Context: an optimization exercise on an open-source flow, tuned for small area, a short achievable clock period and few clock cycles per item. The choices shown serve that exercise and are no tape-out recipe.
In this exercise RTL edits were held to simulation tests only and were not proved equivalent to the original.
Power figures rest on the tool's default switching activity, not on a simulated workload.

Setup of build 46:
Design shift_add_multiplier, start of the top module:
module shift_add_multiplier #(
    parameter integer WIDTH = 16
) (
    input wire clk,
    input wire reset_n,
    input wire tvalid_slave_1,
    input signed [WIDTH-1:0] tdata_slave_1,
    output wire tready_slave_1,
    input wire tvalid_slave_2,
    input signed [WIDTH-1:0] tdata_slave_2,
    output wire tready_slave_2,
    output reg tvalid_master,
    output reg signed [WIDTH-1:0] tdata_master,
    input wire tready_master
);
Size: roughly 51 flip-flops, ~56 I/O pins.
clock: 5.0 ns
lec_check: 0
cap_margin: 20
core_margin: 2
core_utilization: 40
slew_margin: 20
synth_hierarchical: 1
run.sh (not shown) runs the stock make flow with config.mk's settings and CLKGATE_MAP_FILE= SYNTH_SCRIPT=/design/flow/synth_recipe.tcl, a recipe that flattens the netlist after the stock synthesis.
Testbench counts of build 46, summed over its fixed seeds: cycles 1,216, items 1,200.
Edits applied to the flow inputs when going from build 46 to build 87:
--- a/flow/design.v
+++ b/flow/design.v
@@ -404,35 +404,50 @@
   wire r298 = p190 ^ G239;
   wire r299 = p192 ^ G262;
   wire r300 = p194 ^ G264;
   wire r301 = p196 ^ G266;
   wire r302 = p198 ^ G268;
   wire r303 = p200 ^ G283;
   wire r304 = p202 ^ G285;
   wire r305 = p204 ^ G287;
   wire r306 = p206 ^ G289;
   wire r307 = p208 ^ G291;
-  wire x308 = pc95 ^ pp19;
-  wire x309 = pp36 ^ pp51;
-  wire x310 = pp64 ^ pp75;
-  wire x311 = pp84 ^ pp91;
-  wire x312 = pp96 ^ x308;
-  wire x313 = x309 ^ x310;
-  wire x314 = x311 ^ x312;
-  wire x315 = x313 ^ s106;
-  wire x316 = s108 ^ s134;
-  wire x317 = x314 ^ x315;
-  wire x318 = x316 ^ x317;
-  wire x319 = s136 ^ x318;
-  wire x320 = x319 ^ s156;
-  wire x321 = x320 ^ s180;
-  wire x322 = x321 ^ G293;
+  wire x308;
+  sam_x2 u_x308 (.a(pc95), .b(pp19), .y(x308));
+  wire x309;
+  sam_x2 u_x309 (.a(pp36), .b(pp51), .y(x309));
+  wire x310;
+  sam_x2 u_x310 (.a(pp64), .b(pp75), .y(x310));
+  wire x311;
+  sam_x2 u_x311 (.a(pp84), .b(pp91), .y(x311));
+  wire x312;
+  sam_x2 u_x312 (.a(pp96), .b(x308), .y(x312));
+  wire x313;
+  sam_x2 u_x313 (.a(x309), .b(x310), .y(x313));
+  wire x314;
+  sam_x2 u_x314 (.a(x311), .b(x312), .y(x314));
+  wire x315;
+  sam_x2 u_x315 (.a(x313), .b(s106), .y(x315));
+  wire x316;
+  sam_x2 u_x316 (.a(s108), .b(s134), .y(x316));
+  wire x317;
+  sam_x2 u_x317 (.a(x314), .b(x315), .y(x317));
+  wire x318;
+  sam_x2 u_x318 (.a(x316), .b(x317), .y(x318));
+  wire x319;
+  sam_x2 u_x319 (.a(s136), .b(x318), .y(x319));
+  wire x320;
+  sam_x2 u_x320 (.a(x319), .b(s156), .y(x320));
+  wire x321;
+  sam_x2 u_x321 (.a(x320), .b(s180), .y(x321));
+  wire x322;
+  sam_x2 u_x322 (.a(x321), .b(G293), .y(x322));
   assign product = {x322, r307, r306, r305, r304, r303, r302, r301, r300, r299, r298, r297, r296, r295, p182, pp3};
 endmodule
 module sam_fa (
     input wire a,
     input wire b,
     input wire c,
     output wire s,
     output wire co
 );
   assign s  = a ^ b ^ c;
@@ -440,20 +455,27 @@
 endmodule
 module sam_ha (
     input wire a,
     input wire b,
     output wire s,
     output wire co
 );
   assign s  = a ^ b;
   assign co = a & b;
 endmodule
+module sam_x2 (
+    input wire a,
+    input wire b,
+    output wire y
+);
+  assign y = a ^ b;
+endmodule
 module sam_bsel (
     input wire x1,
     input wire x2,
     input wire one,
     input wire two,
     input wire neg,
     output wire pp
 );
   assign pp = ((one & x1) | (two & x2)) ^ neg;
 endmodule
--- outcome ---
On build 87: combinational power is about 8% higher than what build 46 gave. Lower share of post-route cells with drive strength above 1 goes to build 46 over build 87. The higher wire length of the first global-routing pass came out of build 87. Fraction of the core area covered by cells at the end of the flow was lower in build 87 than in build 46. Between build 46 and build 87, the hold slack does not differ in any meaningful way. Sort build 46 and build 87 by clock skew asc -> top: build 87. Summary of the comparison: cell area is higher in build 87, relative to build 46. Summary of build 87 over build 46: die area shows an increase of about 1.8%, part of the power in the clock network down 0.3 points.
Testbench counts of build 87, summed over its fixed seeds: cycles 1,216, items 1,200.

[port drivers added, routing unchanged]
Ports are ideal in the flow. The routed layouts listed here were re-timed in OpenROAD.
Step 1 sets driving cells, clkbuf_16 on the clock port and buf_2 on the other inputs (assumed; they add their load-dependent delay and slew).
Step 2 adds t to the input delays and takes it off the output delays; t is the mean of the earliest and latest rising clock arrival at the registers after step 1. Input paths then give back, and output paths get back, about the clock's delay inside the block.
a / b / c = ideal / step 1 / step 2; a / b = the first two.
| run | t, ns | setup slack, ns | hold slack, ns |
|---|---|---|---|
| build 46 | 0.335 | 0.518 / 0.518 / 0.518 | 0.518 / 0.518 / 0.518 |
| build 87 | 0.342 | 0.259 / 0.259 / 0.259 | 0.515 / 0.515 / 0.515 |
After both steps every run listed still meets setup and hold.
